This is an optimization exercise on Yosys and OpenROAD, whose aim is small area and a short achievable clock period, not a production implementation.
Where RTL was checked, it was by simulation tests only, not by an equivalence proof against the original.
Power figures rest on the tool's default switching activity, not on a simulated workload.

==> flow/design.v (excerpt) <==
module lampFPU_FMA( clk,rst,
sign_op1_i,mant_op1_i,exp_op1_i,isZ_op1_i,isInf_op1_i, isSNAN_op1_i, isQNAN_op1_i,
sign_op2_i,mant_op2_i,exp_op2_i,isZ_op2_i,isInf_op2_i, isSNAN_op2_i, isQNAN_op2_i,
sign_op3_i,mant_op3_i,exp_op3_i,isInf_op3_i, isSNAN_op3_i, isQNAN_op3_i,
doFMU_i,is_mult_sub_i,is_add_sub_i,  
res_sign_o,res_mant_o, res_exp_o,
is_Overflow_o,is_Underflow_o,is_to_round_o,valid_o
);
For scale: about 0.010 mm² of cells after synthesis.
clock: 10.0 ns
lec_check: 0
abc_area: 1
cap_margin: 20
core_margin: 2
core_utilization: 40
cts_buf_list: sky130_fd_sc_hd__clkbuf_8
setup_slack_margin: 4
slew_margin: 20
tns_end_percent: 10
standard.sh (not shown) runs the stock make flow with config.mk's settings and CLKGATE_MAP_FILE= SYNTH_SCRIPT=/design/flow/synth_recipe.tcl, a recipe that flattens the netlist after the stock synthesis.
==> flow/flow/run.sh <==
#!/bin/bash
# Standard layout, except that the port buffers are buf_1 cells instead of
# the delay-cell buffers buffer_ports picks by default. Every port still gets a buffer.
set -euo pipefail
bash standard.sh BUFFER_PORTS_ARGS="-buffer_cell sky130_fd_sc_hd__buf_1" finish > standard_make.log 2>&1
The first run ran to the end with no violations.
Then changed:
--- a/flow/design.v
+++ b/flow/design.v
@@ -213,93 +213,87 @@
 		end
 		FUNC_calcInfNanRes = {isValidRes, isInfRes, isNanRes, signRes};
 	endfunction    
 logic [15:0] prod;
 logic [8:0]  exp_prod;
 logic [10:0] align;              
 logic        op3_only;           
 logic        mult_sign, do_sub;
 logic [23:0] op3_al;
-logic [47:0] op3_sh;
 logic [8:0]  exp_pre;
-logic [8:0]  exp9_prod, exp9_op3;
 logic        chk_valid, chk_inf, chk_nan, chk_sign, chk_spec;
 logic [15:0] prod_r;             
 logic [23:0] op3_r;              
 logic        sub_r;              
 logic        exp_gt_r;           
 logic        exp_eq_r;           
-logic [8:0]  exp9_r;             
+logic [7:0]  exp_r;              
 logic        sign_gt_r, sign_le_r;   
 logic        force_ff_r, nan_r, ovf_r, noround_r, valid_r;
 always_comb begin
     mult_sign = sign_op1_i ^ sign_op2_i;
     prod      = mant_op1_i * mant_op2_i;
     exp_prod  = exp_op1_i + exp_op2_i - 9'd127;
     align     = {2'b0, exp_prod} - {2'b0, exp_op3_i} + 11'd9;
     op3_only  = align[10];
-    do_sub    = sign_op1_i ^ sign_op2_i ^ sign_op3_i ^ is_mult_sub_i ^ is_add_sub_i;
-    op3_sh    = {{24{do_sub}}, mant_op3_i ^ {8{do_sub}}, {16{do_sub}}} >> align[4:0];
     if (op3_only)
         op3_al = {9'b0, mant_op3_i, 7'b0};
     else if (align > 11'd23)
-        op3_al = {24{do_sub}};
+        op3_al = '0;
     else
-        op3_al = op3_sh[23:0];
+        op3_al = {mant_op3_i, 16'b0} >> align[4:0];
+    do_sub    = sign_op1_i ^ sign_op2_i ^ sign_op3_i ^ is_mult_sub_i ^ is_add_sub_i;
     exp_pre   = op3_only ? exp_op3_i : exp_prod;
-    exp9_prod = {1'b0, exp_prod[7:0]} + 9'd9;
-    exp9_op3  = {1'b0, exp_op3_i[7:0]} + 9'd9;
     {chk_valid, chk_inf, chk_nan, chk_sign} = FUNC_calcInfNanRes(
         is_mult_sub_i, is_add_sub_i,
         isZ_op1_i, isInf_op1_i, isSNAN_op1_i, isQNAN_op1_i,
         isZ_op2_i, isInf_op2_i, isSNAN_op2_i, isQNAN_op2_i,
         mult_sign, sign_op3_i,
         isInf_op3_i, isSNAN_op3_i, isQNAN_op3_i);
     chk_spec  = chk_inf | chk_nan;
 end
 always_ff @(posedge clk) begin
     if (rst) begin
         prod_r     <= '0;
         op3_r      <= '0;
         sub_r      <= 1'b0;
         exp_gt_r   <= 1'b0;
         exp_eq_r   <= 1'b0;
-        exp9_r     <= '0;
+        exp_r      <= '0;
         sign_gt_r  <= 1'b0;
         sign_le_r  <= 1'b0;
         force_ff_r <= 1'b0;
         nan_r      <= 1'b0;
         ovf_r      <= 1'b0;
         noround_r  <= 1'b0;
         valid_r    <= 1'b0;
     end else begin
         prod_r     <= op3_only ? 16'b0 : prod;
-        op3_r      <= op3_al;
+        op3_r      <= op3_al ^ {24{do_sub & ~op3_only}};
         sub_r      <= do_sub & ~op3_only;
         exp_gt_r   <= ~align[10] & (align > 11'd9);
         exp_eq_r   <= align == 11'd9;
-        exp9_r     <= (op3_only ? exp9_op3 : exp9_prod) ^ 9'd9;
+        exp_r      <= exp_pre[7:0];
         sign_gt_r  <= chk_spec ? chk_sign : (mult_sign ^ is_mult_sub_i);
         sign_le_r  <= chk_spec ? chk_sign : (sign_op3_i ^ is_add_sub_i);
         force_ff_r <= chk_spec | exp_pre[8];
         nan_r      <= chk_nan & ~chk_inf;
         ovf_r      <= ~chk_spec & exp_pre[8];
         noround_r  <= chk_spec | chk_valid;
         valid_r    <= doFMU_i;
     end
 end
 logic        mult_gt;
 logic [24:0] add_a, add_b, add_p, add_g, grp_g, grp_p, carry, sum;
 logic [31:0] n0, n1, n2, n3, n4, n5;
 logic [4:0]  lz;
 logic        sum_zero;
 logic [8:0]  exp9;
-logic [7:0]  exp_z;
 logic [9:0]  exp_adj;            
 logic        unf;
 logic [11:0] mant_n;
 logic [7:0]  exp_n;
 always_comb begin
     mult_gt = exp_gt_r | (exp_eq_r & (prod_r[14:7] > (op3_r[14:7] ^ {8{sub_r}})));
     add_a = {9'b0, prod_r};
     add_b = {sub_r, op3_r};
     add_p = add_a ^ add_b;
@@ -317,24 +311,23 @@
         carry[i] = grp_g[i-1] | (sub_r & mult_gt & grp_p[i-1]);
     sum = add_p ^ carry ^ {sub_r & mult_gt, {24{sub_r & ~mult_gt}}};
     n0 = {sum[23:0], 8'b0};
     lz[4] = ~|n0[31:16]; n1 = lz[4] ? {n0[15:0], 16'b0} : n0;
     lz[3] = ~|n1[31:24]; n2 = lz[3] ? {n1[23:0], 8'b0}  : n1;
     lz[2] = ~|n2[31:28]; n3 = lz[2] ? {n2[27:0], 4'b0}  : n2;
     lz[1] = ~|n3[31:30]; n4 = lz[1] ? {n3[29:0], 2'b0}  : n3;
     lz[0] = ~n4[31];     n5 = lz[0] ? {n4[30:0], 1'b0}  : n4;
     sum_zero = ~|sum[23:0];
-    exp9     = exp9_r ^ 9'd9;
-    exp_z    = exp9[7:0] - 8'd9;
+    exp9     = {1'b0, exp_r} + 9'd9;
     exp_adj  = {1'b0, exp9} - {5'b0, lz};
     unf      = ~sum_zero & exp_adj[9];
     mant_n   = {sum[24] & (lz == 5'd0), n5[31:22], |n5[21:17]};
-    exp_n    = sum_zero ? exp_z : (unf ? 8'b0 : exp_adj[7:0]);
+    exp_n    = sum_zero ? exp_r : (unf ? 8'b0 : exp_adj[7:0]);
 end
 always_ff @(posedge clk) begin
     if (rst) begin
         res_sign_o     <= 1'b0;
         res_mant_o     <= '0;
         res_exp_o      <= '0;
         is_Overflow_o  <= 1'b0;
         is_Underflow_o <= 1'b0;
         is_to_round_o  <= 1'b0;
Setup slack degrades by 0.050 ns.
Global-route usage rises by 0.29 points.
Clock skew rises by 0.011 ns.
Register-to-register slack degrades by 0.12 ns.
Core utilization falls by 0.63 points.
Final cell count falls by 5.2%.
Design area falls by 5.5%.
First-iteration DRC count falls by 13%.
Hold slack degrades by 0.0083 ns.
Clock power falls by about 7%.
Count of clock-buffer cells in the layout rises by 1.
Combinational power falls by 13%.
Total power falls by 12%.
No run of this note included a check of the RTL's function; only the layout flow was run.


Another version of the RTL of lampFPU_FMA (not shown whole).
Size in the first run: ~1600 cells after synthesis, about 84 flip-flops, roughly 95 I/O pins, roughly 10000 sq um of cells after synthesis.
clock: 10.0 ns
lec_check: 0
abc_area: 1
cap_margin: 20
core_margin: 2
core_utilization: 40
cts_buf_list: sky130_fd_sc_hd__clkbuf_8
setup_slack_margin: 4
slew_margin: 20
tns_end_percent: 10
Scripts as last shown in full above: flow/flow/run.sh
Change:
--- a/flow/design.v
+++ b/flow/design.v
@@ -287,20 +287,18 @@
 end
 logic        mult_gt;
 logic [24:0] add_a, add_b, add_p, add_g, grp_g, grp_p, carry, sum;
 logic [31:0] n0, n1, n2, n3, n4, n5;
 logic [4:0]  lz;
 logic        sum_zero;
 logic [8:0]  exp9;
 logic [7:0]  exp_z;
 logic [9:0]  exp_adj;            
-logic [7:0]  exp_hi, exp_hi_m1;   
-logic [2:0]  exp_lo;             
 logic        unf;
 logic [11:0] mant_n;
 logic [7:0]  exp_n;
 always_comb begin
     mult_gt = exp_gt_r | (exp_eq_r & (prod_r[14:7] > (op3_r[14:7] ^ {8{sub_r}})));
     add_a = {9'b0, prod_r};
     add_b = {sub_r, op3_r};
     add_p = add_a ^ add_b;
     add_g = add_a & add_b;
@@ -319,22 +317,19 @@
     n0 = {sum[23:0], 8'b0};
     lz[4] = ~|n0[31:16]; n1 = lz[4] ? {n0[15:0], 16'b0} : n0;
     lz[3] = ~|n1[31:24]; n2 = lz[3] ? {n1[23:0], 8'b0}  : n1;
     lz[2] = ~|n2[31:28]; n3 = lz[2] ? {n2[27:0], 4'b0}  : n2;
     lz[1] = ~|n3[31:30]; n4 = lz[1] ? {n3[29:0], 2'b0}  : n3;
     lz[0] = ~n4[31];     n5 = lz[0] ? {n4[30:0], 1'b0}  : n4;
     sum_zero = ~|sum[23:0];
     exp9     = exp9_r ^ 9'd9;
     exp_z    = exp9[7:0] - 8'd9;
-    exp_hi    = {1'b0, exp9[8:2]} - {5'b0, lz[4:2]};
-    exp_hi_m1 = exp_hi - 8'd1;
-    exp_lo    = {1'b0, exp9[1:0]} - {1'b0, lz[1:0]};
-    exp_adj   = {exp_lo[2] ? exp_hi_m1 : exp_hi, exp_lo[1:0]};
+    exp_adj  = {1'b0, exp9} - {5'b0, lz};
     unf      = ~sum_zero & exp_adj[9];
     mant_n   = {sum[24] & (lz == 5'd0), n5[31:22], |n5[21:17]};
     exp_n    = sum_zero ? exp_z : (unf ? 8'b0 : exp_adj[7:0]);
 end
 always_ff @(posedge clk) begin
     if (rst) begin
         res_sign_o     <= 1'b0;
         res_mant_o     <= '0;
         res_exp_o      <= '0;
Die area rises by 0.60%.
Sequential share of layout area increases by 0.46 points.
Synthesized cell count climbs by 1.6%.
Wire length shrinks by 3.7%.
Count of clock-buffer cells in the layout drops by 1.
Combinational power drops by 15%.
Clock skew decreases by 0.0067 ns.
No functional check of the RTL was part of the first run of this note.

-- afterwards: timing with drivers on the ports --
The results above use ideal ports. As a check the final layouts listed here were re-extracted and re-timed, cells and wires unchanged.
Step 1 (the two cells are an assumption about what drives the block):
set clk [get_ports {clk}]
set_driving_cell -lib_cell sky130_fd_sc_hd__clkbuf_16 $clk
set_driving_cell -lib_cell sky130_fd_sc_hd__buf_2 [delete_from_list [all_inputs] $clk]
Step 2, shift: input delay + t, output delay - t, t = (earliest + latest rising clock arrival at the registers) / 2. This alone moves slack from input paths to output paths.
Three values: ideal, step 1, step 2; two values: the first two.
| run | shift t [ns] | setup WS [ns] | pins driven straight from the clock port |
|---|---|---|---|
| the first run of note 1 | 0.409 | 4.169 / 4.188 / 3.779 | 1 |
| the second run of note 1 | 0.405 | 4.120 / 4.120 / 3.837 | 1 |
| the first run of note 2 | 0.406 | 3.988 / 3.988 / 3.675 | 1 |
| the second run of note 2 | 0.405 | 4.252 / 4.269 / 3.863 | 1 |
After both steps setup and hold are still met in every run listed. The setup slack of the first run of note 1, which loses most, moves by +0.019 ns with the drivers and by -0.390 ns with both steps.
